This design comes from an exercise in tuning for small area, a short achievable clock period and few clock cycles per item on the open sky130 flow, not from production work. Where RTL was checked, it was by simulation tests only, not by an equivalence proof against the original. Function not checked in runs 1 and 2: the RTL went through the layout flow alone.

===== flow/run.sh =====
#!/bin/bash
# synth_recipe.tcl (not shown) runs the flow's synth.tcl, then flattens the netlist and writes it again
# the make line also repeats each setting of config.mk as NAME=value (left out here)
make -C /OpenROAD-flow-scripts/flow DESIGN_CONFIG=/design/flow/config.mk WORK_HOME=/design/flow/orfs CLKGATE_MAP_FILE= SYNTH_SCRIPT=/design/flow/synth_recipe.tcl finish

===== flow/config.mk =====
export PLATFORM = sky130hd
export DESIGN_NAME = CordicAccelerator
export DESIGN_NICKNAME = CordicAccelerator
export VERILOG_FILES = /design/flow/design.v
export SDC_FILE = /design/flow/constraint.sdc
export NUM_CORES = 8
export LEC_CHECK = 0
export CAP_MARGIN = 20
export CORE_MARGIN = 2
export CORE_UTILIZATION = 60
export CTS_BUF_LIST = sky130_fd_sc_hd__clkbuf_4 sky130_fd_sc_hd__clkbuf_8
export SETUP_SLACK_MARGIN = 2.5
export SLEW_MARGIN = 20

===== flow/constraint.sdc =====
create_clock -name core_clock -period 6.0 [get_ports {clock}]
set_input_delay 1.2000 -clock core_clock [delete_from_list [all_inputs] [get_ports {clock}]]
set_output_delay 1.2000 -clock core_clock [all_outputs]
set_load 0.01 [all_outputs]

===== flow/design.v =====
module CordicAccelerator(
  input         clock,
  input         reset,
  input         cmd_valid,
  output        cmd_ready,
  input  [6:0]  cmd_funct,
  input  [4:0]  cmd_rd,
  input  [63:0] cmd_rs1,
  input  [63:0] cmd_rs2,
  output        resp_valid,
  input         resp_ready,
  output [4:0]  resp_rd,
  output [63:0] resp_data,
  output        busy
);
  function [31:0] addc(input [31:0] a, input [31:0] b, input c);
    reg [31:0] g, p, gg, pp, gn, pn;
    integer k, l;
    begin
      g = a & b;
      p = a ^ b;
      gg = g;
      pp = p;
      gg[0] = g[0] | (p[0] & c);
      pp[0] = 1'b0;
      for (l = 0; l < 5; l = l + 1) begin
        gn = gg;
        pn = pp;
        for (k = 0; k < 32; k = k + 1)
          if (k[l]) begin
            gn[k] = gg[k] | (pp[k] & gg[((k >> l) << l) - 1]);
            pn[k] = pp[k] & pp[((k >> l) << l) - 1];
          end
        gg = gn;
        pp = pn;
      end
      addc = p ^ {gg[30:0], c};
    end
  endfunction
  wire recirc;    
  wire [31:0] res;
  wire [4:0] end_rd;
  wire take;      
  assign cmd_ready = take;
  wire accept = cmd_valid & take;
  wire [31:0] z0 = cmd_rs2[31:0];
  wire z0_fits = (z0[31:17] == {15{z0[31]}});
  wire [17:0] zc0 = z0_fits ? z0[17:0] : {z0[31], {17{~z0[31]}}};
  wire d1 = zc0[17];
  wire [17:0] zs2 = d1 ? zc0 + 18'd51472 : zc0 - 18'd51472;
  wire [16:0] z3 = (zs2[17:16] == {2{zs2[17]}}) ? zs2[16:0] : {zs2[17], {16{~zs2[17]}}};
  wire d6 = z0[31] ? ($signed(z0) < -32'sd51472) : ($signed(z0) < 32'sd51472);
  wire [31:0] x4 = cmd_rs1[31:0];
  wire [31:0] yt5 = ((cmd_rs1[31:0] ^ {32{d1}}) + {31'd0, d1}) ^ {32{~d6}};
  wire c2_7 = $signed(z0) < 32'sd81858;
  wire c2_8 = $signed(z0) < 32'sd21086;
  wire c2_9 = $signed(z0) < -32'sd21086;
  wire c2_10 = $signed(z0) < -32'sd81858;
  wire d11 = z0[31] ? (d6 ? c2_10 : c2_9) : (d6 ? c2_8 : c2_7);
  reg [31:0] p1_x, p1_y;
  reg [17:0] p1_z;
  reg p1_d1, p1_d2;
  reg [4:0] p1_rd;
  reg p1_fn, p1_dn, p1_v;
  always @(posedge clock) begin
    if (reset) p1_v <= 1'b0;
    else p1_v <= accept | recirc;
    p1_x <= recirc ? res : x4;
    p1_y <= recirc ? {32{~d6}} : yt5;
    p1_z <= zc0;
    p1_rd <= recirc ? end_rd : cmd_rd;
    p1_fn <= ~recirc & cmd_funct[0];
    p1_dn <= recirc;
    p1_d1 <= d6;
    p1_d2 <= d11;
  end
  wire [18:0] zk12 = p1_z[17] ? (p1_d1 ? (p1_d2 ? 19'sd97913 : 19'sd65803) : (p1_d2 ? 19'sd37141 : 19'sd5031)) : (p1_d1 ? (p1_d2 ? -19'sd5031 : -19'sd37141) : (p1_d2 ? -19'sd65803 : -19'sd97913));
  wire [18:0] zs13 = {p1_z[17], p1_z} + zk12;
  wire [14:0] z14 = (zs13[18:14] == {5{zs13[18]}}) ? zs13[14:0] : {zs13[18], {14{~zs13[18]}}};
  wire [31:0] ys17 = $signed(p1_y) >>> 1;
  wire [31:0] xs18 = $signed(p1_x) >>> 1;
  wire [31:0] x15 = addc(p1_x, ys17, ~p1_d1);
  wire [31:0] xg20 = xs18 & {32{~p1_dn}};
  wire [31:0] u19 = addc(p1_y, ~xg20, 1'b1);
  wire [31:0] yt16 = u19 ^ {32{p1_d1 ^ p1_d2}};
  reg [31:0] p2_x, p2_y;
  reg [4:0] p2_rd;
  reg p2_fn, p2_dn, p2_v;
  reg p2_d;
  reg [14:0] p2_z;
  always @(posedge clock) begin
    if (reset) p2_v <= 1'b0;
    else p2_v <= p1_v;
    p2_x <= x15;
    p2_y <= yt16;
    p2_rd <= p1_rd;
    p2_fn <= p1_fn;
    p2_dn <= p1_dn;
    p2_d <= p1_d2;
    p2_z <= z14;
  end
  wire [14:0] zs21 = p2_z[14] ? p2_z + 15'd8150 : p2_z - 15'd8150;
  wire [13:0] z22 = (zs21[14:13] == {2{zs21[14]}}) ? zs21[13:0] : {zs21[14], {13{~zs21[14]}}};
  wire [31:0] ys25 = $signed(p2_y) >>> 2;
  wire [31:0] xs26 = $signed(p2_x) >>> 2;
  wire [31:0] x23 = addc(p2_x, ys25, ~p2_d);
  wire [31:0] xg28 = xs26 & {32{~p2_dn}};
  wire [31:0] u27 = addc(p2_y, ~xg28, 1'b1);
  wire [31:0] yt24 = u27 ^ {32{p2_d ^ p2_z[14]}};
  reg [31:0] p3_x, p3_y;
  reg [4:0] p3_rd;
  reg p3_fn, p3_dn, p3_v;
  reg p3_d;
  reg [13:0] p3_z;
  always @(posedge clock) begin
    if (reset) p3_v <= 1'b0;
    else p3_v <= p2_v;
    p3_x <= x23;
    p3_y <= yt24;
    p3_rd <= p2_rd;
    p3_fn <= p2_fn;
    p3_dn <= p2_dn;
    p3_d <= p2_z[14];
    p3_z <= z22;
  end
  wire [13:0] zs29 = p3_z[13] ? p3_z + 14'd4091 : p3_z - 14'd4091;
  wire [12:0] z30 = (zs29[13:12] == {2{zs29[13]}}) ? zs29[12:0] : {zs29[13], {12{~zs29[13]}}};
  wire [31:0] ys33 = $signed(p3_y) >>> 3;
  wire [31:0] xs34 = $signed(p3_x) >>> 3;
  wire [31:0] x31 = addc(p3_x, ys33, ~p3_d);
  wire [31:0] xg36 = xs34 & {32{~p3_dn}};
  wire [31:0] u35 = addc(p3_y, ~xg36, 1'b1);
  wire [31:0] yt32 = u35 ^ {32{p3_d ^ p3_z[13]}};
  reg [31:0] p4_x, p4_y;
  reg [4:0] p4_rd;
  reg p4_fn, p4_dn, p4_v;
  reg p4_d;
  reg [12:0] p4_z;
  always @(posedge clock) begin
    if (reset) p4_v <= 1'b0;
    else p4_v <= p3_v;
    p4_x <= x31;
    p4_y <= yt32;
    p4_rd <= p3_rd;
    p4_fn <= p3_fn;
    p4_dn <= p3_dn;
    p4_d <= p3_z[13];
    p4_z <= z30;
  end
  wire [12:0] zs37 = p4_z[12] ? p4_z + 13'd2047 : p4_z - 13'd2047;
  wire [11:0] z38 = (zs37[12:11] == {2{zs37[12]}}) ? zs37[11:0] : {zs37[12], {11{~zs37[12]}}};
  wire [31:0] ys41 = $signed(p4_y) >>> 4;
  wire [31:0] xs42 = $signed(p4_x) >>> 4;
  wire [31:0] x39 = addc(p4_x, ys41, ~p4_d);
  wire [31:0] xg44 = xs42 & {32{~p4_dn}};
  wire [31:0] u43 = addc(p4_y, ~xg44, 1'b1);
  wire [31:0] yt40 = u43 ^ {32{p4_d ^ p4_z[12]}};
  reg [31:0] p5_x, p5_y;
  reg [4:0] p5_rd;
  reg p5_fn, p5_dn, p5_v;
  reg p5_d;
  reg [11:0] p5_z;
  always @(posedge clock) begin
    if (reset) p5_v <= 1'b0;
    else p5_v <= p4_v;
    p5_x <= x39;
    p5_y <= yt40;
    p5_rd <= p4_rd;
    p5_fn <= p4_fn;
    p5_dn <= p4_dn;
    p5_d <= p4_z[12];
    p5_z <= z38;
  end
  wire [11:0] zs45 = p5_z[11] ? p5_z + 12'd1024 : p5_z - 12'd1024;
  wire [10:0] z46 = (zs45[11:10] == {2{zs45[11]}}) ? zs45[10:0] : {zs45[11], {10{~zs45[11]}}};
  wire [31:0] ys49 = $signed(p5_y) >>> 5;
  wire [31:0] xs50 = $signed(p5_x) >>> 5;
  wire [31:0] x47 = addc(p5_x, ys49, ~p5_d);
  wire [31:0] xg52 = xs50 & {32{~p5_dn}};
  wire [31:0] u51 = addc(p5_y, ~xg52, 1'b1);
  wire [31:0] yt48 = u51 ^ {32{p5_d ^ p5_z[11]}};
  reg [31:0] p6_x, p6_y;
  reg [4:0] p6_rd;
  reg p6_fn, p6_dn, p6_v;
  reg p6_d;
  reg [10:0] p6_z;
  always @(posedge clock) begin
    if (reset) p6_v <= 1'b0;
    else p6_v <= p5_v;
    p6_x <= x47;
    p6_y <= yt48;
    p6_rd <= p5_rd;
    p6_fn <= p5_fn;
    p6_dn <= p5_dn;
    p6_d <= p5_z[11];
    p6_z <= z46;
  end
  wire [10:0] zs53 = p6_z[10] ? p6_z + 11'd512 : p6_z - 11'd512;
  wire [9:0] z54 = (zs53[10:9] == {2{zs53[10]}}) ? zs53[9:0] : {zs53[10], {9{~zs53[10]}}};
  wire [31:0] ys57 = $signed(p6_y) >>> 6;
  wire [31:0] xs58 = $signed(p6_x) >>> 6;
  wire [31:0] x55 = addc(p6_x, ys57, ~p6_d);
  wire [31:0] xg60 = xs58 & {32{~p6_dn}};
  wire [31:0] u59 = addc(p6_y, ~xg60, 1'b1);
  wire [31:0] yt56 = u59 ^ {32{p6_d ^ p6_z[10]}};
  reg [31:0] p7_x, p7_y;
  reg [4:0] p7_rd;
  reg p7_fn, p7_dn, p7_v;
  reg p7_d;
  reg [9:0] p7_z;
  always @(posedge clock) begin
    if (reset) p7_v <= 1'b0;
    else p7_v <= p6_v;
    p7_x <= x55;
    p7_y <= yt56;
    p7_rd <= p6_rd;
    p7_fn <= p6_fn;
    p7_dn <= p6_dn;
    p7_d <= p6_z[10];
    p7_z <= z54;
  end
  wire [9:0] zs61 = p7_z[9] ? p7_z + 10'd256 : p7_z - 10'd256;
  wire [8:0] z62 = (zs61[9:8] == {2{zs61[9]}}) ? zs61[8:0] : {zs61[9], {8{~zs61[9]}}};
  wire [31:0] ys65 = $signed(p7_y) >>> 7;
  wire [31:0] xs66 = $signed(p7_x) >>> 7;
  wire [31:0] x63 = addc(p7_x, ys65, ~p7_d);
  wire [31:0] xg68 = xs66 & {32{~p7_dn}};
  wire [31:0] u67 = addc(p7_y, ~xg68, 1'b1);
  wire [31:0] yt64 = u67 ^ {32{p7_d ^ p7_z[9]}};
  reg [31:0] p8_x, p8_y;
  reg [4:0] p8_rd;
  reg p8_fn, p8_dn, p8_v;
  reg p8_d;
  reg [8:0] p8_z;
  always @(posedge clock) begin
    if (reset) p8_v <= 1'b0;
    else p8_v <= p7_v;
    p8_x <= x63;
    p8_y <= yt64;
    p8_rd <= p7_rd;
    p8_fn <= p7_fn;
    p8_dn <= p7_dn;
    p8_d <= p7_z[9];
    p8_z <= z62;
  end
  wire [8:0] zs69 = p8_z[8] ? p8_z + 9'd128 : p8_z - 9'd128;
  wire [7:0] z70 = (zs69[8:7] == {2{zs69[8]}}) ? zs69[7:0] : {zs69[8], {7{~zs69[8]}}};
  wire [31:0] ys73 = $signed(p8_y) >>> 8;
  wire [31:0] xs74 = $signed(p8_x) >>> 8;
  wire [31:0] x71 = addc(p8_x, ys73, ~p8_d);
  wire [31:0] xg76 = xs74 & {32{~p8_dn}};
  wire [31:0] u75 = addc(p8_y, ~xg76, 1'b1);
  wire [31:0] yt72 = u75 ^ {32{p8_d ^ p8_z[8]}};
  reg [31:0] p9_x, p9_y;
  reg [4:0] p9_rd;
  reg p9_fn, p9_dn, p9_v;
  reg p9_d;
  reg [7:0] p9_z;
  always @(posedge clock) begin
    if (reset) p9_v <= 1'b0;
    else p9_v <= p8_v;
    p9_x <= x71;
    p9_y <= yt72;
    p9_rd <= p8_rd;
    p9_fn <= p8_fn;
    p9_dn <= p8_dn;
    p9_d <= p8_z[8];
    p9_z <= z70;
  end
  wire [7:0] zs77 = p9_z[7] ? p9_z + 8'd64 : p9_z - 8'd64;
  wire [6:0] z78 = (zs77[7:6] == {2{zs77[7]}}) ? zs77[6:0] : {zs77[7], {6{~zs77[7]}}};
  wire [31:0] ys81 = $signed(p9_y) >>> 9;
  wire [31:0] xs82 = $signed(p9_x) >>> 9;
  wire [31:0] x79 = addc(p9_x, ys81, ~p9_d);
  wire [31:0] xg84 = xs82 & {32{~p9_dn}};
  wire [31:0] u83 = addc(p9_y, ~xg84, 1'b1);
  wire [31:0] yt80 = u83 ^ {32{p9_d ^ p9_z[7]}};
  reg [31:0] p10_x, p10_y;
  reg [4:0] p10_rd;
  reg p10_fn, p10_dn, p10_v;
  reg p10_d;
  reg [6:0] p10_z;
  always @(posedge clock) begin
    if (reset) p10_v <= 1'b0;
    else p10_v <= p9_v;
    p10_x <= x79;
    p10_y <= yt80;
    p10_rd <= p9_rd;
    p10_fn <= p9_fn;
    p10_dn <= p9_dn;
    p10_d <= p9_z[7];
    p10_z <= z78;
  end
  wire [6:0] zs85 = p10_z[6] ? p10_z + 7'd32 : p10_z - 7'd32;
  wire [5:0] z86 = (zs85[6:5] == {2{zs85[6]}}) ? zs85[5:0] : {zs85[6], {5{~zs85[6]}}};
  wire [31:0] ys89 = $signed(p10_y) >>> 10;
  wire [31:0] xs90 = $signed(p10_x) >>> 10;
  wire [31:0] x87 = addc(p10_x, ys89, ~p10_d);
  wire [31:0] xg92 = xs90 & {32{~p10_dn}};
  wire [31:0] u91 = addc(p10_y, ~xg92, 1'b1);
  wire [31:0] yt88 = u91 ^ {32{p10_d ^ p10_z[6]}};
  reg [31:0] p11_x, p11_y;
  reg [4:0] p11_rd;
  reg p11_fn, p11_dn, p11_v;
  reg p11_d;
  reg [5:0] p11_z;
  always @(posedge clock) begin
    if (reset) p11_v <= 1'b0;
    else p11_v <= p10_v;
    p11_x <= x87;
    p11_y <= yt88;
    p11_rd <= p10_rd;
    p11_fn <= p10_fn;
    p11_dn <= p10_dn;
    p11_d <= p10_z[6];
    p11_z <= z86;
  end
  wire [5:0] zs93 = p11_z[5] ? p11_z + 6'd16 : p11_z - 6'd16;
  wire [4:0] z94 = (zs93[5:4] == {2{zs93[5]}}) ? zs93[4:0] : {zs93[5], {4{~zs93[5]}}};
  wire [31:0] ys97 = $signed(p11_y) >>> 11;
  wire [31:0] xs98 = $signed(p11_x) >>> 11;
  wire [31:0] x95 = addc(p11_x, ys97, ~p11_d);
  wire [31:0] xg100 = xs98 & {32{~p11_dn}};
  wire [31:0] u99 = addc(p11_y, ~xg100, 1'b1);
  wire [31:0] yt96 = u99 ^ {32{p11_d ^ p11_z[5]}};
  reg [31:0] p12_x, p12_y;
  reg [4:0] p12_rd;
  reg p12_fn, p12_dn, p12_v;
  reg p12_d;
  reg [4:0] p12_z;
  always @(posedge clock) begin
    if (reset) p12_v <= 1'b0;
    else p12_v <= p11_v;
    p12_x <= x95;
    p12_y <= yt96;
    p12_rd <= p11_rd;
    p12_fn <= p11_fn;
    p12_dn <= p11_dn;
    p12_d <= p11_z[5];
    p12_z <= z94;
  end
  wire [4:0] zs101 = p12_z[4] ? p12_z + 5'd8 : p12_z - 5'd8;
  wire [3:0] z102 = (zs101[4:3] == {2{zs101[4]}}) ? zs101[3:0] : {zs101[4], {3{~zs101[4]}}};
  wire [31:0] ys105 = $signed(p12_y) >>> 12;
  wire [31:0] xs106 = $signed(p12_x) >>> 12;
  wire [31:0] x103 = addc(p12_x, ys105, ~p12_d);
  wire [31:0] xg108 = xs106 & {32{~p12_dn}};
  wire [31:0] u107 = addc(p12_y, ~xg108, 1'b1);
  wire [31:0] yt104 = u107 ^ {32{p12_d ^ p12_z[4]}};
  reg [31:0] p13_x, p13_y;
  reg [4:0] p13_rd;
  reg p13_fn, p13_dn, p13_v;
  reg p13_d;
  reg [3:0] p13_z;
  always @(posedge clock) begin
    if (reset) p13_v <= 1'b0;
    else p13_v <= p12_v;
    p13_x <= x103;
    p13_y <= yt104;
    p13_rd <= p12_rd;
    p13_fn <= p12_fn;
    p13_dn <= p12_dn;
    p13_d <= p12_z[4];
    p13_z <= z102;
  end
  wire [3:0] zs109 = p13_z[3] ? p13_z + 4'd4 : p13_z - 4'd4;
  wire [2:0] z110 = (zs109[3:2] == {2{zs109[3]}}) ? zs109[2:0] : {zs109[3], {2{~zs109[3]}}};
  wire [31:0] ys113 = $signed(p13_y) >>> 13;
  wire [31:0] xs114 = $signed(p13_x) >>> 13;
  wire [31:0] x111 = addc(p13_x, ys113, ~p13_d);
  wire [31:0] xg116 = xs114 & {32{~p13_dn}};
  wire [31:0] u115 = addc(p13_y, ~xg116, 1'b1);
  wire [31:0] yt112 = u115 ^ {32{p13_d ^ p13_z[3]}};
  reg [31:0] p14_x, p14_y;
  reg [4:0] p14_rd;
  reg p14_fn, p14_dn, p14_v;
  reg p14_d;
  reg [2:0] p14_z;
  always @(posedge clock) begin
    if (reset) p14_v <= 1'b0;
    else p14_v <= p13_v;
    p14_x <= x111;
    p14_y <= yt112;
    p14_rd <= p13_rd;
    p14_fn <= p13_fn;
    p14_dn <= p13_dn;
    p14_d <= p13_z[3];
    p14_z <= z110;
  end
  wire [2:0] zs117 = p14_z[2] ? p14_z + 3'd2 : p14_z - 3'd2;
  wire [1:0] z118 = (zs117[2:1] == {2{zs117[2]}}) ? zs117[1:0] : {zs117[2], {1{~zs117[2]}}};
  wire [31:0] ys121 = $signed(p14_y) >>> 14;
  wire [31:0] xs122 = $signed(p14_x) >>> 14;
  wire [31:0] x119 = addc(p14_x, ys121, ~p14_d);
  wire [31:0] xg124 = xs122 & {32{~p14_dn}};
  wire [31:0] u123 = addc(p14_y, ~xg124, 1'b1);
  wire [31:0] yt120 = u123 ^ {32{p14_d ^ p14_z[2]}};
  reg [31:0] p15_x, p15_y;
  reg [4:0] p15_rd;
  reg p15_fn, p15_dn, p15_v;
  reg p15_d;
  reg [1:0] p15_z;
  always @(posedge clock) begin
    if (reset) p15_v <= 1'b0;
    else p15_v <= p14_v;
    p15_x <= x119;
    p15_y <= yt120;
    p15_rd <= p14_rd;
    p15_fn <= p14_fn;
    p15_dn <= p14_dn;
    p15_d <= p14_z[2];
    p15_z <= z118;
  end
  wire [1:0] zs125 = p15_z[1] ? p15_z + 2'd1 : p15_z - 2'd1;
  wire z126 = zs125[1];
  wire [31:0] ys129 = $signed(p15_y) >>> 15;
  wire [31:0] xs130 = $signed(p15_x) >>> 15;
  wire [31:0] x127 = addc(p15_x, ys129, ~p15_d);
  wire [31:0] xg132 = xs130 & {32{~p15_dn}};
  wire [31:0] u131 = addc(p15_y, ~xg132, 1'b1);
  wire [31:0] yt128 = u131 ^ {32{p15_d ^ p15_z[1]}};
  reg [31:0] p16_x, p16_y;
  reg [4:0] p16_rd;
  reg p16_fn, p16_dn, p16_v;
  reg p16_d;
  reg p16_z;
  always @(posedge clock) begin
    if (reset) p16_v <= 1'b0;
    else p16_v <= p15_v;
    p16_x <= x127;
    p16_y <= yt128;
    p16_rd <= p15_rd;
    p16_fn <= p15_fn;
    p16_dn <= p15_dn;
    p16_d <= p15_z[1];
    p16_z <= z126;
  end
  wire [31:0] ys135 = $signed(p16_y) >>> 16;
  wire [31:0] xs136 = $signed(p16_x) >>> 16;
  wire [31:0] x133 = addc(p16_x, ys135, ~p16_d);
  wire [31:0] xg138 = xs136 & {32{~p16_dn}};
  wire [31:0] u137 = addc(p16_y, ~xg138, 1'b1);
  wire [31:0] yt134 = u137 ^ {32{p16_d ^ p16_z}};
  reg [31:0] p17_x, p17_y;
  reg [4:0] p17_rd;
  reg p17_fn, p17_dn, p17_v;
  reg p17_d;
  always @(posedge clock) begin
    if (reset) p17_v <= 1'b0;
    else p17_v <= p16_v;
    p17_x <= x133;
    p17_y <= yt134;
    p17_rd <= p16_rd;
    p17_fn <= p16_fn;
    p17_dn <= p16_dn;
    p17_d <= p16_z;
  end
  wire [31:0] ys141 = $signed(p17_y) >>> 17;
  wire [31:0] xs142 = $signed(p17_x) >>> 17;
  wire [31:0] x139 = addc(p17_x, ys141, ~p17_d);
  wire [31:0] xg144 = xs142 & {32{~p17_dn}};
  wire [31:0] u143 = addc(p17_y, ~xg144, 1'b1);
  wire [31:0] yt140 = u143 ^ {32{p17_d ^ p17_d}};
  reg [31:0] p18_x, p18_y;
  reg [4:0] p18_rd;
  reg p18_fn, p18_dn, p18_v;
  reg p18_d;
  always @(posedge clock) begin
    if (reset) p18_v <= 1'b0;
    else p18_v <= p17_v;
    p18_x <= x139;
    p18_y <= yt140;
    p18_rd <= p17_rd;
    p18_fn <= p17_fn;
    p18_dn <= p17_dn;
    p18_d <= p17_d;
  end
  wire [31:0] ys147 = $signed(p18_y) >>> 18;
  wire [31:0] xs148 = $signed(p18_x) >>> 18;
  wire [31:0] x145 = addc(p18_x, ys147, ~p18_d);
  wire [31:0] xg150 = xs148 & {32{~p18_dn}};
  wire [31:0] u149 = addc(p18_y, ~xg150, 1'b1);
  wire [31:0] yt146 = u149 ^ {32{p18_d ^ p18_d}};
  reg [31:0] p19_x, p19_y;
  reg [4:0] p19_rd;
  reg p19_fn, p19_dn, p19_v;
  reg p19_d;
  always @(posedge clock) begin
    if (reset) p19_v <= 1'b0;
    else p19_v <= p18_v;
    p19_x <= x145;
    p19_y <= yt146;
    p19_rd <= p18_rd;
    p19_fn <= p18_fn;
    p19_dn <= p18_dn;
    p19_d <= p18_d;
  end
  wire [31:0] ys153 = $signed(p19_y) >>> 19;
  wire [31:0] xs154 = $signed(p19_x) >>> 19;
  wire [31:0] x151 = addc(p19_x, ys153, ~p19_d);
  wire [31:0] xg156 = xs154 & {32{~p19_dn}};
  wire [31:0] u155 = addc(p19_y, ~xg156, 1'b1);
  wire [31:0] yt152 = u155 ^ {32{p19_d ^ p19_d}};
  reg [31:0] p20_x, p20_y;
  reg [4:0] p20_rd;
  reg p20_fn, p20_dn, p20_v;
  reg p20_d;
  always @(posedge clock) begin
    if (reset) p20_v <= 1'b0;
    else p20_v <= p19_v;
    p20_x <= x151;
    p20_y <= yt152;
    p20_rd <= p19_rd;
    p20_fn <= p19_fn;
    p20_dn <= p19_dn;
    p20_d <= p19_d;
  end
  wire [31:0] ys159 = $signed(p20_y) >>> 20;
  wire [31:0] xs160 = $signed(p20_x) >>> 20;
  wire [31:0] x157 = addc(p20_x, ys159, ~p20_d);
  wire [31:0] xg162 = xs160 & {32{~p20_dn}};
  wire [31:0] u161 = addc(p20_y, ~xg162, 1'b1);
  wire [31:0] yt158 = u161 ^ {32{p20_d ^ p20_d}};
  reg [31:0] p21_x, p21_y;
  reg [4:0] p21_rd;
  reg p21_fn, p21_dn, p21_v;
  reg p21_d;
  always @(posedge clock) begin
    if (reset) p21_v <= 1'b0;
    else p21_v <= p20_v;
    p21_x <= x157;
    p21_y <= yt158;
    p21_rd <= p20_rd;
    p21_fn <= p20_fn;
    p21_dn <= p20_dn;
    p21_d <= p20_d;
  end
  wire [31:0] ys165 = $signed(p21_y) >>> 21;
  wire [31:0] xs166 = $signed(p21_x) >>> 21;
  wire [31:0] x163 = addc(p21_x, ys165, ~p21_d);
  wire [31:0] xg168 = xs166 & {32{~p21_dn}};
  wire [31:0] u167 = addc(p21_y, ~xg168, 1'b1);
  wire [31:0] yt164 = u167 ^ {32{p21_d ^ p21_d}};
  reg [31:0] p22_x, p22_y;
  reg [4:0] p22_rd;
  reg p22_fn, p22_dn, p22_v;
  reg p22_d;
  always @(posedge clock) begin
    if (reset) p22_v <= 1'b0;
    else p22_v <= p21_v;
    p22_x <= x163;
    p22_y <= yt164;
    p22_rd <= p21_rd;
    p22_fn <= p21_fn;
    p22_dn <= p21_dn;
    p22_d <= p21_d;
  end
  wire [31:0] ys171 = $signed(p22_y) >>> 22;
  wire [31:0] xs172 = $signed(p22_x) >>> 22;
  wire [31:0] x169 = addc(p22_x, ys171, ~p22_d);
  wire [31:0] xg174 = xs172 & {32{~p22_dn}};
  wire [31:0] u173 = addc(p22_y, ~xg174, 1'b1);
  wire [31:0] yt170 = u173 ^ {32{p22_d ^ p22_d}};
  reg [31:0] p23_x, p23_y;
  reg [4:0] p23_rd;
  reg p23_fn, p23_dn, p23_v;
  reg p23_d;
  always @(posedge clock) begin
    if (reset) p23_v <= 1'b0;
    else p23_v <= p22_v;
    p23_x <= x169;
    p23_y <= yt170;
    p23_rd <= p22_rd;
    p23_fn <= p22_fn;
    p23_dn <= p22_dn;
    p23_d <= p22_d;
  end
  wire [31:0] ys177 = $signed(p23_y) >>> 23;
  wire [31:0] xs178 = $signed(p23_x) >>> 23;
  wire [31:0] x175 = addc(p23_x, ys177, ~p23_d);
  wire [31:0] xg180 = xs178 & {32{~p23_dn}};
  wire [31:0] u179 = addc(p23_y, ~xg180, 1'b1);
  wire [31:0] yt176 = u179 ^ {32{p23_d ^ p23_d}};
  reg [31:0] p24_x, p24_y;
  reg [4:0] p24_rd;
  reg p24_fn, p24_dn, p24_v;
  reg p24_d;
  always @(posedge clock) begin
    if (reset) p24_v <= 1'b0;
    else p24_v <= p23_v;
    p24_x <= x175;
    p24_y <= yt176;
    p24_rd <= p23_rd;
    p24_fn <= p23_fn;
    p24_dn <= p23_dn;
    p24_d <= p23_d;
  end
  wire [31:0] ys183 = $signed(p24_y) >>> 24;
  wire [31:0] xs184 = $signed(p24_x) >>> 24;
  wire [31:0] x181 = addc(p24_x, ys183, ~p24_d);
  wire [31:0] xg186 = xs184 & {32{~p24_dn}};
  wire [31:0] u185 = addc(p24_y, ~xg186, 1'b1);
  wire [31:0] yt182 = u185 ^ {32{p24_d ^ p24_d}};
  reg [31:0] p25_x, p25_y;
  reg [4:0] p25_rd;
  reg p25_fn, p25_dn, p25_v;
  reg p25_d;
  always @(posedge clock) begin
    if (reset) p25_v <= 1'b0;
    else p25_v <= p24_v;
    p25_x <= x181;
    p25_y <= yt182;
    p25_rd <= p24_rd;
    p25_fn <= p24_fn;
    p25_dn <= p24_dn;
    p25_d <= p24_d;
  end
  wire [31:0] ys189 = $signed(p25_y) >>> 25;
  wire [31:0] xs190 = $signed(p25_x) >>> 25;
  wire [31:0] x187 = addc(p25_x, ys189, ~p25_d);
  wire [31:0] xg192 = xs190 & {32{~p25_dn}};
  wire [31:0] u191 = addc(p25_y, ~xg192, 1'b1);
  wire [31:0] yt188 = u191 ^ {32{p25_d ^ p25_d}};
  reg [31:0] p26_x, p26_y;
  reg [4:0] p26_rd;
  reg p26_fn, p26_dn, p26_v;
  reg p26_d;
  always @(posedge clock) begin
    if (reset) p26_v <= 1'b0;
    else p26_v <= p25_v;
    p26_x <= x187;
    p26_y <= yt188;
    p26_rd <= p25_rd;
    p26_fn <= p25_fn;
    p26_dn <= p25_dn;
    p26_d <= p25_d;
  end
  wire [31:0] ys195 = $signed(p26_y) >>> 26;
  wire [31:0] xs196 = $signed(p26_x) >>> 26;
  wire [31:0] x193 = addc(p26_x, ys195, ~p26_d);
  wire [31:0] xg198 = xs196 & {32{~p26_dn}};
  wire [31:0] u197 = addc(p26_y, ~xg198, 1'b1);
  wire [31:0] yt194 = u197 ^ {32{p26_d ^ p26_d}};
  reg [31:0] p27_x, p27_y;
  reg [4:0] p27_rd;
  reg p27_fn, p27_dn, p27_v;
  reg p27_d;
  always @(posedge clock) begin
    if (reset) p27_v <= 1'b0;
    else p27_v <= p26_v;
    p27_x <= x193;
    p27_y <= yt194;
    p27_rd <= p26_rd;
    p27_fn <= p26_fn;
    p27_dn <= p26_dn;
    p27_d <= p26_d;
  end
  wire [31:0] ys201 = $signed(p27_y) >>> 27;
  wire [31:0] xs202 = $signed(p27_x) >>> 27;
  wire [31:0] x199 = addc(p27_x, ys201, ~p27_d);
  wire [31:0] xg204 = xs202 & {32{~p27_dn}};
  wire [31:0] u203 = addc(p27_y, ~xg204, 1'b1);
  wire [31:0] yt200 = u203 ^ {32{p27_d ^ p27_d}};
  reg [31:0] p28_x, p28_y;
  reg [4:0] p28_rd;
  reg p28_fn, p28_dn, p28_v;
  reg p28_d;
  always @(posedge clock) begin
    if (reset) p28_v <= 1'b0;
    else p28_v <= p27_v;
    p28_x <= x199;
    p28_y <= yt200;
    p28_rd <= p27_rd;
    p28_fn <= p27_fn;
    p28_dn <= p27_dn;
    p28_d <= p27_d;
  end
  wire [31:0] ys207 = $signed(p28_y) >>> 28;
  wire [31:0] xs208 = $signed(p28_x) >>> 28;
  wire [31:0] x205 = addc(p28_x, ys207, ~p28_d);
  wire [31:0] xg210 = xs208 & {32{~p28_dn}};
  wire [31:0] u209 = addc(p28_y, ~xg210, 1'b1);
  wire [31:0] yt206 = u209 ^ {32{p28_d ^ p28_d}};
  reg [31:0] p29_x, p29_y;
  reg [4:0] p29_rd;
  reg p29_fn, p29_dn, p29_v;
  reg p29_d;
  always @(posedge clock) begin
    if (reset) p29_v <= 1'b0;
    else p29_v <= p28_v;
    p29_x <= x205;
    p29_y <= yt206;
    p29_rd <= p28_rd;
    p29_fn <= p28_fn;
    p29_dn <= p28_dn;
    p29_d <= p28_d;
  end
  wire [31:0] ys213 = $signed(p29_y) >>> 29;
  wire [31:0] xs214 = $signed(p29_x) >>> 29;
  wire [31:0] x211 = addc(p29_x, ys213, ~p29_d);
  wire [31:0] xg216 = xs214 & {32{~p29_dn}};
  wire [31:0] u215 = addc(p29_y, ~xg216, 1'b1);
  wire [31:0] yt212 = u215 ^ {32{p29_d ^ p29_d}};
  reg [31:0] p30_x, p30_y;
  reg [4:0] p30_rd;
  reg p30_fn, p30_dn, p30_v;
  reg p30_d;
  always @(posedge clock) begin
    if (reset) p30_v <= 1'b0;
    else p30_v <= p29_v;
    p30_x <= x211;
    p30_y <= yt212;
    p30_rd <= p29_rd;
    p30_fn <= p29_fn;
    p30_dn <= p29_dn;
    p30_d <= p29_d;
  end
  wire [31:0] ys219 = $signed(p30_y) >>> 30;
  wire [31:0] xs220 = $signed(p30_x) >>> 30;
  wire [31:0] x217 = addc(p30_x, ys219, ~p30_d);
  wire [31:0] xg222 = xs220 & {32{~p30_dn}};
  wire [31:0] u221 = addc(p30_y, ~xg222, 1'b1);
  wire [31:0] yt218 = u221 ^ {32{p30_d ^ p30_d}};
  reg [31:0] p31_x, p31_y;
  reg [4:0] p31_rd;
  reg p31_fn, p31_dn, p31_v;
  reg p31_d;
  always @(posedge clock) begin
    if (reset) p31_v <= 1'b0;
    else p31_v <= p30_v;
    p31_x <= x217;
    p31_y <= yt218;
    p31_rd <= p30_rd;
    p31_fn <= p30_fn;
    p31_dn <= p30_dn;
    p31_d <= p30_d;
  end
  wire [31:0] y31 = p31_y ^ {32{~p31_d}};
  wire [31:0] em = p31_fn ? y31 : p31_x;
  wire eon = p31_fn ? p31_x[31] : y31[31];
  wire etn = ~(p31_fn ^ p31_d);   
  wire [31:0] emp = em + 32'd1;
  wire [31:0] emm = em - 32'd1;
  assign res = eon ? (etn ? emp : emm) : em;
  assign end_rd = p31_rd;
  wire end_v = p31_v;
  reg [31:0] h_data, k_data;
  reg [4:0] h_rd, k_rd;
  reg hv, kv, busy_r;
  reg blocked;
  reg [4:0] wait_n;
  wire wait_0 = (wait_n == 5'd0);
  wire push = end_v & ~(hv & kv) & (~blocked | wait_0);
  assign recirc = end_v & ~push;
  assign take = ~recirc & ~blocked;
  wire pop = hv & resp_ready;
  wire h_load = ~hv | pop;
  wire hv_n = h_load ? (kv | push) : 1'b1;
  wire kv_n = h_load ? (kv & push) : (kv | push);
  wire inflight_n = hv_n | kv_n |
      (accept | recirc) |
      p1_v |
      p2_v |
      p3_v |
      p4_v |
      p5_v |
      p6_v |
      p7_v |
      p8_v |
      p9_v |
      p10_v |
      p11_v |
      p12_v |
      p13_v |
      p14_v |
      p15_v |
      p16_v |
      p17_v |
      p18_v |
      p19_v |
      p20_v |
      p21_v |
      p22_v |
      p23_v |
      p24_v |
      p25_v |
      p26_v |
      p27_v |
      p28_v |
      p29_v |
      p30_v;
  always @(posedge clock) begin
    if (reset) begin
      hv <= 1'b0;
      kv <= 1'b0;
      busy_r <= 1'b0;
      blocked <= 1'b0;
    end else begin
      hv <= hv_n;
      kv <= kv_n;
      busy_r <= inflight_n;
      if (recirc & (~blocked | wait_0))
        blocked <= 1'b1;
      else if (push & blocked)
        blocked <= 1'b0;
    end
    if (recirc & (~blocked | wait_0))
      wait_n <= 5'd30;
    else
      wait_n <= wait_n - 5'd1;
    if (h_load) begin
      h_data <= kv ? k_data : res;
      h_rd <= kv ? k_rd : end_rd;
    end
    if (h_load ? kv : ~kv) begin
      k_data <= res;
      k_rd <= end_rd;
    end
  end
  assign resp_valid = hv;
  assign resp_rd = h_rd;
  assign resp_data = {32'h0, h_data};
  assign busy = busy_r;
endmodule

==> reports/qor.yml, run 1 <==
result_of_the_run: "no timing/DRC/antenna violations"
tritoncts.num_buffers: 422
finalWirelength_um: 317800
synth_area_leader_cell: "sky130_fd_sc_hd__dfxtp_1"
drt.antenna.violating_nets: 0
min_period_over_period: 0.6146
ys_dominant_reg_cell: "sky130_fd_sc_hd__dfxtp_1"
ys_seq_area_frac: 0.3657
grt.overflow.total: 0
max_clock_freq_ghz: 0.2712
fraction_of_registers_with_async_set_or_reset_after_synthesis: 0
gr-max-usage-layer: "met2"
finalCoreUtilization: 0.6951
gr-usage-met1: 0.3465
num_vias: 98240
yosys.area.top_type_share: 0.3496
grt_max_degree: 64
htree_levels: 5
grt_usage: 0.2652
timing.critical_path.cells: "buf_6 -> xor2_4 -> buf_4 -> buf_12 -> buf_16 -> fa_2 -> a21o_1 -> a21oi_2 -> o21a_1 -> o21ai_2 -> a41oi_4 -> o21ba_4 -> o31ai_4 -> a31oi_4 -> mux2i_4 -> a31oi_1"
worst-path-buf-inv: 4
area.growth.synth_to_final_pct: 15.47
synth.cell_area_um2: 138000
grtUsageMet2: 0.4593
maxCapViolations: 0
cells_taking_the_most_area_after_synthesis: "sky130_fd_sc_hd__dfxtp_1 35%, sky130_fd_sc_hd__ha_1 17%, sky130_fd_sc_hd__xnor2_1 9.3%"
routed_via_density: 5.593
critical_path.startpoint_type: "flop"
synth_mux_area_frac: 0.007000
finalSetupViolations: 0
number_of_global_route_vias_before_repair: 101900
filler_cell_count: 17290
synthesis.instances: 13420
cpMaxStageDelayCell: "sky130_fd_sc_hd__mux2i_4"
cts_num_sinks: 2484
grt_util_met3: 0.03303
min-delay-start: "p13_z[0]$_DFF_P_"
type_of_element_capturing_the_critical_path: "flop"
critical_path.max_stage_delay_ns: 0.40
clkTransAtPathRegs_ns: 0.07
drt_first_pass_iters: 8
finalHoldViolations: 0
post_route_drc: 0
cp_max_fo: 8
die-height_um: 483.6
setup_tns_ns: 0
synth-compound-area-share: 0.1414
critPathLaunch: "p31_d$_DFF_P_"
synth_enable_flop_cells: 74
fp.dieArea_um2: 233800
number_of_antenna_violations_at_the_first_check_in_global_routing: 3
timing.final.max_slew_violations: 0
cts_tree: "yes"
initial_standard_cell_utilization_of_the_core: 0.6020
post_synth_and_or_nand_nor_area_fraction: 0.1090
yosys.area_share.adder: 0.2185
worst-setup-path-type: "reg -> reg"
drt_iter0_markers: 4334
timing.critical_path.arrival_ns: 4.49
core_um2: 229200
crit_family: "compound AO/OA/AOI/OAI gates"
synth_top_family_by_area: "adder cells"
first_pass_grt_wire_length_um: 512500
minimum_clock_period_ns: 3.688
synth_area_per_cell_um2: 10.29
die-width_um: 483.6
wl_per_cell_um: 18.09
worstReg2RegStart: "p31_d$_DFF_P_"
postSynthRegisterBits: 2484
worstMarginPinSlew_ns: 1.011
post_synth_num_cell_types: 102
clock_path_buffers: 4
finClkSkew_ns: 0.1001
globalplace.congestion: 0.8875
synth.yosys.warnings: 1
grt_setup_unrepaired: "true"
layout-drive-gt1-share: 0.1333
min-delay-path-class: "reg -> reg"
slew_headroom: 0.3232
dp.final_hpwl_um: 242800
cts_root_buf: "sky130_fd_sc_hd__clkbuf_8"
portBuffers: 113
num_rows: 176
insertion_delay_ns: 1.14
synthXorXnorAreaFrac: 0.1354
final_net_count: 16560
data_required_time_at_the_worst_endpoint_ns: 6.80
number_of_top_level_pins: 216
[logic make-up after synthesis]
family / Yosys count
buf+inv: 808
flops: 2484
fa+ha+maj: 2212
simple gates: 2852
mux: 88
xor+xnor: 2133
other cells: 1
compound gates: 2837
[layout by cell type, fill, tap and decap left out, drive strengths merged, types with 38 or more instances in the layout]
master / instances
a2111oi: 62
a211oi: 39
a21o: 769
a21oi: 776
a221o: 72
a31o: 42
a31oi: 128
a41o: 39
a41oi: 39
and2: 87
and3: 91
and4: 101
buf: 410
clkbuf: 632
clkdlybuf4s50: 110
clkinv: 69
dfxtp: 2410
edfxtp: 74
fa: 335
ha: 1863
inv: 631
mux2: 68
nand2: 359
nand2b: 536
nand3: 123
nand4: 143
nor2: 749
nor2b: 211
nor3: 235
nor4: 43
o21a: 190
o21ai: 317
o21bai: 100
o31ai: 42
or3: 64
or4: 38
xnor2: 1465
xor2: 668
[area by class of cell]
class / count / area, um2 / share of cell area
Clock inverter: 114 / 1424 / 0.008936
Clock buffer: 630 / 7983 / 0.05010
Sequential cell: 2484 / 50690 / 0.3181
Tap cell: 3026 / 3786 / 0.02376
Multi-Input combinational cell: 10160 / 88490 / 0.5553
Inverter: 626 / 2369 / 0.01486
Timing Repair Buffer: 524 / 4593 / 0.02882
Antenna cell: 5 / 12.51 / 0.00007852
[metal layers]
metal | up-vias | part of all wire
met5 | - | 0
met4 | 0 | 0.025
met3 | 545 | 0.037
met2 | 1574 | 0.48
met1 | 47210 | 0.46
li1 | 48910 | -
[timing repair]
action / in CTS / in global routing
endpoints found under the setup margin: 674 / 365
hold buffers: 0 / 0
gates resized for setup: 520 / 321
pin swaps: 257 / 288
buffers inserted: 217 / 131
gates cloned: 6 / 1
[final timing paths]
| check | end | slack, ns | cells after the start |
|---|---|---|---|
| max reg2reg | h_data[30]$_DFFE_PN_ | 2.31 | 16 |
| min reg2reg | p14_z[0]$_DFF_P_ | 0.29 | 0 |
| max | h_data[30]$_DFFE_PN_ | 2.31 | 16 |
| min | p14_z[0]$_DFF_P_ | 0.29 | 0 |
[Yosys cell counts (190+ instances only)]
| master | number |
|---|---|
| sky130_fd_sc_hd__ha_1 | 1863 |
| sky130_fd_sc_hd__o21a_1 | 190 |
| sky130_fd_sc_hd__a21o_1 | 769 |
| sky130_fd_sc_hd__nor2_1 | 749 |
| sky130_fd_sc_hd__xor2_1 | 668 |
| sky130_fd_sc_hd__a21oi_1 | 774 |
| sky130_fd_sc_hd__nand2b_1 | 535 |
| sky130_fd_sc_hd__fa_1 | 335 |
| sky130_fd_sc_hd__nor3_1 | 234 |
| sky130_fd_sc_hd__xnor2_1 | 1465 |
| sky130_fd_sc_hd__o21ai_0 | 281 |
| sky130_fd_sc_hd__nor2b_1 | 211 |
| sky130_fd_sc_hd__dfxtp_1 | 2410 |
| sky130_fd_sc_hd__inv_1 | 623 |
| sky130_fd_sc_hd__nand2_1 | 357 |
[per-stage QoR]
stage               std cells  hold WS (ns)  worst slack (ns)  instance area (um2)
global placement        16460        0.3099             1.443               143300
global route            17560        0.2954             2.204               159300
finish                  17570        0.2883             2.312               159300
CTS                     17430        0.2841             2.266               157000
detailed placement      16460        0.3121             1.481               143300
floorplan               13450        0.3095             2.218               138600
[worst register-to-register path: stages, from the launching register on]
cell,delay [ns]
sky130_fd_sc_hd__dfxtp_4,0.39
sky130_fd_sc_hd__buf_6,0.14
sky130_fd_sc_hd__xor2_4,0.18
sky130_fd_sc_hd__buf_4,0.15
sky130_fd_sc_hd__buf_12,0.12
sky130_fd_sc_hd__buf_16,0.15
sky130_fd_sc_hd__fa_2,0.36
sky130_fd_sc_hd__a21o_1,0.18
sky130_fd_sc_hd__a21oi_2,0.15
sky130_fd_sc_hd__o21a_1,0.17
sky130_fd_sc_hd__o21ai_2,0.10
sky130_fd_sc_hd__a41oi_4,0.27
sky130_fd_sc_hd__o21ba_4,0.21
sky130_fd_sc_hd__o31ai_4,0.08
sky130_fd_sc_hd__a31oi_4,0.19
sky130_fd_sc_hd__mux2i_4,0.40
sky130_fd_sc_hd__a31oi_1,0.13
==> run 2: changes to the inputs <==
--- a/flow/design.v
+++ b/flow/design.v
@@ -737,10 +737,7 @@
   end
   wire [31:0] y31 = p31_y ^ {32{~p31_d}};
-  wire [31:0] em = p31_fn ? y31 : p31_x;
-  wire eon = p31_fn ? p31_x[31] : y31[31];
-  wire etn = ~(p31_fn ^ p31_d);   
-  wire [31:0] emp = em + 32'd1;
-  wire [31:0] emm = em - 32'd1;
-  assign res = eon ? (etn ? emp : emm) : em;
+  wire [31:0] exs = p31_x + (p31_d ? 32'hffffffff : 32'd1);
+  wire [31:0] eys = y31 + (p31_d ? 32'd1 : 32'hffffffff);
+  assign res = p31_fn ? (p31_x[31] ? eys : y31) : (y31[31] ? exs : p31_x);
   assign end_rd = p31_rd;
   wire end_v = p31_v;
==> run 2 against run 1 <==
Still clean on timing, DRC and antenna. Worst setup slack worse by 0.13 ns. Routed wire length up 16%. Sequential cell count unchanged. Register-to-register slack worse by 0.13 ns. Global-route usage up 3.6 points. Clock skew up 0.0032 ns. Core utilization about the same. Count of clock-buffer cells in the layout down 17. Synthesized area up 1.8%. Synthesized cell count up 5.4%. Critical path type unchanged. Critical endpoint is now wait_n[4]$_SDFF_PP1_.
==> reports/qor.yml, run 2 <==
result_of_the_run: "no timing/DRC/antenna violations"
post_route_drc: 0  # unchanged
globalplace.congestion: 0.9287  # +4.6%
synth_area_per_cell_um2: 9.939  # -3.4%
filler_cell_count: 17650  # +2.1%
dp.final_hpwl_um: 279200  # +15%
layout.cells.most_common: "sky130_fd_sc_hd__dfxtp_1"
commonest_cells_after_routing_fill_and_taps_aside: "2,331 x sky130_fd_sc_hd__dfxtp_1, 1,852 x sky130_fd_sc_hd__ha_1, 1,475 x sky130_fd_sc_hd__xnor2_1, 889 x sky130_fd_sc_hd__nor2_1, 791 x sky130_fd_sc_hd__a21oi_1"
maxCapViolations: 0  # unchanged
fp.dieArea_um2: 238000  # +1.8%
ctsHoldBuffers: 0  # unchanged
critical_path.startpoint_type: "flop"
place.detailed.instances: 17270  # +4.9%
wl_per_cell_um: 20.06  # +11%
grt_usage: 0.3011  # +0.03591
grt_max_degree: 62  # -3.1%
core_um2: 232800  # +1.5%
synth.cell_area_um2: 140500  # +1.8%
ys_seq_area_frac: 0.3593  # -0.006453
finalNonFillerCells: 18320  # +4.3%
yosys.area.top_type_share: 0.3435  # -0.006169
drt_first_pass_iters: 5  # -3
synth.yosys.warnings: 1  # unchanged
insertion_delay_ns: 1.12  # -0.02 ns
post_synth_num_cell_types: 106  # +3.9%
number_of_top_level_pins: 216  # unchanged
final_net_count: 17230  # +4.1%
clkTransAtPathRegs_ns: 0.06  # about the same
number_of_global_route_vias_before_repair: 106000  # +4.0%
tritoncts.num_buffers: 414  # -1.9%
synthesis.instances: 14130  # +5.4%
minimum_clock_period_ns: 3.813  # +0.1254 ns
finalSetupViolations: 0  # unchanged
area.sequential_um2: 50660  # about the same
final.hold.worst_slack_ns: 0.2616  # -0.02668 ns
area.growth.synth_to_final_pct: 15.17
synth_area_leader_cell: "sky130_fd_sc_hd__dfxtp_1"
grtUsageMet2: 0.5255  # +0.06619
yosys.cell_count.top_type: "sky130_fd_sc_hd__dfxtp_1"
drt.antenna.violating_nets: 0  # unchanged
cpMaxStageDelayCell: "sky130_fd_sc_hd__dfxtp_2"
min_period_over_period: 0.6355  # +0.02089
initial_standard_cell_utilization_of_the_core: 0.6035  # +0.001553
slew_headroom: 0.1268  # -0.1964
max_clock_freq_ghz: 0.2623  # -3.3%
data_required_time_at_the_worst_endpoint_ns: 6.93  # +0.13 ns
gr-max-usage-layer: "met2"
finalHoldViolations: 0  # unchanged
multiInputGateArea_um2: 90890  # +2.7%
synth_enable_flop_cells: 74  # unchanged
cells_taking_the_most_area_after_synthesis: "sky130_fd_sc_hd__dfxtp_1 34%, sky130_fd_sc_hd__ha_1 17%, sky130_fd_sc_hd__xnor2_1 9.4%"
worst-setup-path-type: "reg -> reg"
postSynthRegisterBits: 2484  # unchanged
worstMarginPinSlew_ns: 1.300  # +0.2890 ns
finClkSkew_ns: 0.1033  # +0.003247 ns
gr-usage-met1: 0.3477  # +0.001258
path_common_cell: "sky130_fd_sc_hd__buf_4"
clock_path_buffers: 4  # unchanged
cts_root_buf: "sky130_fd_sc_hd__clkbuf_8"
grt.overflow.total: 0  # unchanged
finalWorstSetupSlack_ns: 2.187  # -0.1254 ns
timing.final.max_slew_violations: 0  # unchanged
min-delay-path-class: "reg -> reg"
number_of_antenna_violations_at_the_first_check_in_global_routing: 27  # +24
layout-drive-gt1-share: 0.1278  # -0.005464
fraction_of_registers_with_async_set_or_reset_after_synthesis: 0  # unchanged
min_delay_path_depth: 0  # unchanged
routed_via_density: 5.650  # +1.0%
finalWirelength_um: 367400  # +16%
cp_max_fo: 2  # -6
netlist_top_cells_count: "2,410 x sky130_fd_sc_hd__dfxtp_1, 1,892 x sky130_fd_sc_hd__ha_1, 1,501 x sky130_fd_sc_hd__xnor2_1, 909 x sky130_fd_sc_hd__nor2_1, 880 x sky130_fd_sc_hd__a21oi_1"
type_of_element_capturing_the_critical_path: "flop"
die-width_um: 487.9  # +0.89%
first_pass_grt_wire_length_um: 568900  # +11%
ys_dominant_reg_cell: "sky130_fd_sc_hd__dfxtp_1"
drt_iter0_markers: 4838  # +12%
cts_tree: "yes"
portBuffers: 113  # unchanged
timing.critical_path.arrival_ns: 4.75  # +0.26 ns
setup_tns_ns: 0  # unchanged
cts_num_sinks: 2484  # unchanged
die-height_um: 487.9  # +0.89%
num_rows: 177  # +0.57%
critical_path.max_stage_delay_ns: 0.33  # -0.07 ns
grt_setup_unrepaired: "true"
preCtsSetupSlack_ns: 1.381  # -0.09998 ns
grt_util_met3: 0.04753  # +0.01450
num_vias: 103500  # +5.3%
timing.reg2reg.worst_path_depth: 28  # +12
htree_levels: 5  # unchanged
[run 2: changes by cell type after synthesis, sizes merged, moves of 54 or more]
cell and delta:
and4 -72, a21oi +106, o21a +86, nand2b +56
nand2 +85, o21ai +233, inv +132, nand3 +63
a21o -141, a211oi +59, a221o -54, nor2 +160
[run 2: final cells by class]
cell class | instances | area share
multi-input cells | 10720 | 0.5618
clock inverters | 117 | 0.008631
inverters | 758 | 0.01787
diodes | 14 | 0.0002166
repair buffers | 473 | 0.02562
clock buffers | 613 | 0.04824
repair inverters | 4 | 0.0002707
flip-flops and latches | 2484 | 0.3131
well taps | 3132 | 0.02422
[run 2: path summary, 6_finish.rpt]
path / startpoint / end / slack, ns
worst min-delay path: p7_rd[1]$_DFF_P_ / p8_rd[1]$_DFF_P_ / 0.26
worst min register to register: p7_rd[1]$_DFF_P_ / p8_rd[1]$_DFF_P_ / 0.26
worst max register to register: wait_n[1]$_SDFF_PP1_ / wait_n[4]$_SDFF_PP1_ / 2.19
worst max-delay path: wait_n[1]$_SDFF_PP1_ / wait_n[4]$_SDFF_PP1_ / 2.19
[run 2: worst max-delay path, delay by kind of cell (launching register included)]
kind	cells	cell delay [ns]
buffers and inverters	24	2.89
flip-flops	1	0.33
adder cells (fa/ha/maj)	1	0.17
XOR/XNOR	1	0.14
AND/OR/NAND/NOR	2	0.13
[run 2: routing by layer]
metal | vias up | part of all wire | routed length [um]
met4 | 14 | 0.061 | 22560
met1 | 49590 | 0.41 | 149100
li1 | 50800 | - | -
met2 | 2179 | 0.49 | 180500
met3 | 916 | 0.041 | 15170
met5 | - | 0.00024 | 89
[run 2: stage by stage]
step	util	instance area [um2]
4_1_cts	0.6809	158500
6_report	0.6951	161800
5_1_grt	0.6950	161800
3_3_place_gp	0.6262	145700
3_5_place_dp	0.6263	145800
2_1_floorplan	-	141000
[run 2: kinds of logic (layout without fill, tap and decap cells)]
kind of cell,count (synthesis),count (layout),share of synthesized area
AOI/OAI and AO/OA,3124,3125,0.1453
xor gates and xnor gates,2150,2150,0.1342
adders and majority gates,2227,2227,0.2163
buffers and inverters,964,1965,0.02695
DFF,2484,2484,0.3593
muxes,75,76,0.005825
other,1,46,0.00002670
and+or+nand+nor,3109,3112,0.1122
[run 2: repair_timing]
action,4_1_cts,5_1_grt
gates resized for setup,512,507
pin swaps,141,305
gates cloned,10,1
buffers inserted,158,137
endpoints found under the setup margin,879,460
==> run 3: changes to the inputs <==
--- a/flow/design.v
+++ b/flow/design.v
@@ -737,6 +737,8 @@
   end
   wire [31:0] y31 = p31_y ^ {32{~p31_d}};
-  wire [31:0] exs = p31_x + (p31_d ? 32'hffffffff : 32'd1);
-  wire [31:0] eys = y31 + (p31_d ? 32'd1 : 32'hffffffff);
+  wire [31:0] exi = p31_x + 32'd1;
+  wire [31:0] exd = p31_x - 32'd1;
+  wire [31:0] eys = (p31_y + 32'd1) ^ {32{~p31_d}};
+  wire [31:0] exs = p31_d ? exd : exi;
   assign res = p31_fn ? (p31_x[31] ? eys : y31) : (y31[31] ? exs : p31_x);
   assign end_rd = p31_rd;
==> run 3 against run 2 <==
Highest routed layer unchanged. Critical endpoint is now p2_z[11]$_DFF_P_. Worst hold slack got worse by 0.024 ns. Critical path type unchanged. Final cell count fell by 2.1%. Fmax rose by 5.4%. Clock skew rose by 0.028 ns.
==> reports/qor.yml, run 3 <==
reg2reg_setup_slack_ns: 2.38  # +0.19 ns
clkTransAtPathRegs_ns: 0.07  # about the same
globalplace.congestion: 0.9320  # +0.36%
min-delay-path-class: "reg -> reg"
place.detailed.instances: 16600  # -3.9%
grt_usage: 0.3052  # +0.004078
fp.dieArea_um2: 234100  # -1.6%
number_of_antenna_violations_at_the_first_check_in_global_routing: 35  # +30%
fraction_of_registers_with_async_set_or_reset_after_synthesis: 0  # unchanged
slew_headroom: 0.3346  # +0.2078
cts_root_buf: "sky130_fd_sc_hd__clkbuf_8"
netlist_top_cells_count: "2,410 x sky130_fd_sc_hd__dfxtp_1, 1,864 x sky130_fd_sc_hd__ha_1, 1,512 x sky130_fd_sc_hd__xnor2_1, 772 x sky130_fd_sc_hd__a21oi_1, 742 x sky130_fd_sc_hd__nor2_1"
finalSetupViolations: 0  # unchanged
layout-drive-gt1-share: 0.1639  # +0.03614
initial_standard_cell_utilization_of_the_core: 0.6021  # -0.001416
min-delay-start: "p6_z[0]$_DFF_P_"
first_pass_grt_wire_length_um: 564500  # -0.77%
num_vias: 101400  # -2.0%
core_um2: 229500  # -1.4%
min_delay_path_depth: 0  # unchanged
drt_first_pass_iters: 5  # unchanged
cp_max_fo: 14  # +12
area.sequential_um2: 50740  # +0.17%
clock_path_buffers: 4  # unchanged
finalWirelength_um: 370500  # +0.82%
finalHoldViolations: 0  # unchanged
maxCapViolations: 0  # unchanged
portBuffers: 113  # unchanged
num_rows: 176  # -0.56%
synth.cell_area_um2: 138200  # -1.6%
wl_per_cell_um: 20.67  # +3.0%
area.growth.synth_to_final_pct: 17.36
worstMarginPinSlew_ns: 0.9890  # -0.3115 ns
multiInputGateArea_um2: 89040  # -2.0%
min_period_over_period: 0.6032  # -0.03229
type_of_element_capturing_the_critical_path: "flop"
commonest_cells_after_routing_fill_and_taps_aside: "2,299 x sky130_fd_sc_hd__dfxtp_1, 1,836 x sky130_fd_sc_hd__ha_1, 1,470 x sky130_fd_sc_hd__xnor2_1, 714 x sky130_fd_sc_hd__nor2_1, 691 x sky130_fd_sc_hd__inv_1"
yosys.cell_count.top_type: "sky130_fd_sc_hd__dfxtp_1"
post_synth_num_cell_types: 105  # -0.94%
synth.yosys.warnings: 1  # unchanged
die-height_um: 483.9  # -0.82%
yosys.area.top_type_share: 0.3492  # +0.005754
number_of_top_level_pins: 216  # unchanged
worst_r2r_endpoint: "p2_z[11]$_DFF_P_"
drt_iter0_markers: 5102  # +5.5%
grt.overflow.total: 0  # unchanged
post_route_drc: 0  # unchanged
top_signal_layer_used: "met5"
synth_area_per_cell_um2: 10.19  # +2.5%
worst_hold_path.endpoint: "p7_z[0]$_DFF_P_"
die-width_um: 483.9  # -0.82%
data_required_time_at_the_worst_endpoint_ns: 6.90  # -0.03 ns
layout.cells.most_common: "sky130_fd_sc_hd__dfxtp_1"
timing.final.max_slew_violations: 0  # unchanged
synth_enable_flop_cells: 74  # unchanged
routed-wl-met3_um: 15770  # +3.9%
finalNonFillerCells: 17930  # -2.1%
timing.reg2reg.worst_path_depth: 17  # -39%
finalCoreUtilization: 0.7067  # +0.01161
ys_dominant_reg_cell: "sky130_fd_sc_hd__dfxtp_1"
number_of_global_route_vias_before_repair: 103700  # -2.2%
ys_seq_area_frac: 0.3653  # +0.006019
postSynthRegisterBits: 2484  # unchanged
tritoncts.num_buffers: 417  # +0.72%
grt_max_degree: 63  # +1.6%
finClkSkew_ns: 0.1317  # +0.02836 ns
cts_tree: "yes"
met2_wirelength_um: 183200  # +1.5%
setup_tns_ns: 0  # unchanged
cells_taking_the_most_area_after_synthesis: "sky130_fd_sc_hd__dfxtp_1 35%, sky130_fd_sc_hd__ha_1 17%, sky130_fd_sc_hd__xnor2_1 9.6%"
minimum_clock_period_ns: 3.619  # -0.1938 ns
timing.critical_path.arrival_ns: 4.52  # -0.23 ns
routed_via_density: 5.655  # about the same
synthesis.instances: 13560  # -4.1%
result_of_the_run: "no timing/DRC/antenna violations"
max_clock_freq_ghz: 0.2763  # +5.4%
critical_path.startpoint_type: "flop"
dp.final_hpwl_um: 282400  # +1.1%
cts_num_sinks: 2484  # unchanged
synth_area_leader_cell: "sky130_fd_sc_hd__dfxtp_1"
insertion_delay_ns: 1.14  # +0.02 ns
routedLengthMet1_um: 149700  # +0.40%
grt_setup_unrepaired: "true"
worst-setup-path-type: "reg -> reg"
drt.antenna.violating_nets: 0  # unchanged
filler_cell_count: 17060  # -3.3%
final_net_count: 16900  # -1.9%
worstReg2RegStart: "p1_d1$_DFF_P_"
htree_levels: 5  # unchanged
-- run 3: cell count changes in the layout (fill, tap and decap cells not counted), sizes merged, moves of 36 or more --
cell,before,now
nand4,122,82
and2,92,56
nor2,909,742
nand2,443,386
nor4,66,23
nand3,186,144
inv,766,722
o21ai,550,484
o21a,276,198
xor2,647,686
nor2b,165,220
a21oi,882,783
buf,359,620
-- run 3: cells by family after synthesis --
logic type | after synthesis | synth area share
other | 1 | 0.00002714
adder cells (fa/ha/maj) | 2214 | 0.2184
XOR/XNOR | 2198 | 0.1393
AND/OR/NAND/NOR | 2801 | 0.1049
AO/OA/AOI/OAI | 2859 | 0.1391
flip-flops | 2484 | 0.3653
multiplexers | 93 | 0.007326
buffers and inverters | 908 | 0.02563
-- run 3: cell type report --
class	count	share of cell area
inverter	719	0.01679
sequential	2484	0.3129
clock inverter	130	0.01075
antenna	12	0.0001852
clock buffer	617	0.04832
multi-input combinational	10200	0.5491
tap	3026	0.02335
timing repair buffer	735	0.03851
-- run 3: repair_timing --
action / in CTS / in global routing
cloned: 7 / 3
hold buffers: 0 / 0
setup buffers: 302 / 257
pin swaps: 334 / 508
setup endpoints to repair: 801 / 465
gates resized for setup: 599 / 534
-- run 3: how the worst max path moves through the flow --
stage / from / end / slack [ns] / depth (start not counted)
after CTS: kv$_SDFF_PP0_ / cmd_ready / 2.30 / 8
final: p1_d1$_DFF_P_ / p2_z[11]$_DFF_P_ / 2.38 / 17
after global routing: p19_x[0]$_DFF_P_ / p20_x[25]$_DFF_P_ / 1.89 / 15
after floorplan: p1_d1$_DFF_P_ / p2_z[4]$_DFF_P_ / 2.39 / 18
after detailed placement: p1_d2$_DFF_P_ / p2_z[5]$_DFF_P_ / 1.53 / 14
after global placement: p1_d2$_DFF_P_ / p2_z[9]$_DFF_P_ / 1.59 / 15
-- run 3: metal layers --
metal / vias to the layer above / track usage
met1: 48850 / 0.3590
li1: 49310 / -
met3: 944 / 0.03955
met2: 2275 / 0.5406
met4: 10 / 0.1606
met5: - / 0
-- run 3: critical path, cell delays in order, from the launching register on --
cell and delay [ns]:
sky130_fd_sc_hd__dfxtp_4 0.36, sky130_fd_sc_hd__inv_6 0.12, sky130_fd_sc_hd__ha_4 0.24, sky130_fd_sc_hd__xor2_4 0.20, sky130_fd_sc_hd__ha_4 0.29, sky130_fd_sc_hd__o21a_1 0.14, sky130_fd_sc_hd__o211ai_1 0.10, sky130_fd_sc_hd__a31oi_2 0.25
sky130_fd_sc_hd__o2111ai_2 0.21, sky130_fd_sc_hd__a31oi_4 0.21, sky130_fd_sc_hd__buf_4 0.14, sky130_fd_sc_hd__a311oi_1 0.09, sky130_fd_sc_hd__buf_4 0.16, sky130_fd_sc_hd__or3_4 0.40, sky130_fd_sc_hd__o221ai_4 0.20, sky130_fd_sc_hd__o21ai_4 0.09
sky130_fd_sc_hd__buf_12 0.16, sky130_fd_sc_hd__mux2i_1 0.12
-- run 3: metrics by stage --
stage                     worst slack (ns)  hold WS (ns)  cell area, um2
after floorplan                      2.386        0.3096          138500
after global placement               1.587        0.3096          143300
after detailed placement             1.528        0.3121          143300
after CTS                            2.299        0.2460          157900
after global routing                 1.888        0.2467          162100
final                                2.381        0.2377          162200
Testbench counts of run 3, summed over its fixed seeds: cycles 1,856, items 1,600.

[re-timing with driven ports]
Ports are ideal in the flow. The routed layouts listed here were re-timed in OpenROAD.
Step 1 (the two cells are an assumption about what drives the block):
set clk [get_ports {clock}]
set_driving_cell -lib_cell sky130_fd_sc_hd__clkbuf_16 $clk
set_driving_cell -lib_cell sky130_fd_sc_hd__buf_2 [delete_from_list [all_inputs] $clk]
Step 2, shift: input delay + t, output delay - t, t = (earliest + latest rising clock arrival at the registers) / 2. This alone moves slack from input paths to output paths.
Three values: ideal ports, drivers, drivers and shift; two values: the first two.
run | t, ns | setup slack, ns | latest minus earliest clock arrival (ns) | worst data-port slew with drivers (ns) | cell pins on the clock port's net
run 1 | 1.171 | 2.312 / 2.312 / 1.686 | 0.123 / 0.123 | 0.07 | 1
run 2 | 1.151 | 2.187 / 2.187 / 1.582 | 0.108 / 0.109 | 0.07 | 1
run 3 | 1.171 | 2.381 / 2.327 / 1.622 | 0.140 / 0.139 | 0.06 | 1
After both steps setup and hold are still met in every run listed. For run 3, which loses most, drivers alone change the setup slack by -0.054 ns; drivers and shift together by -0.759 ns.
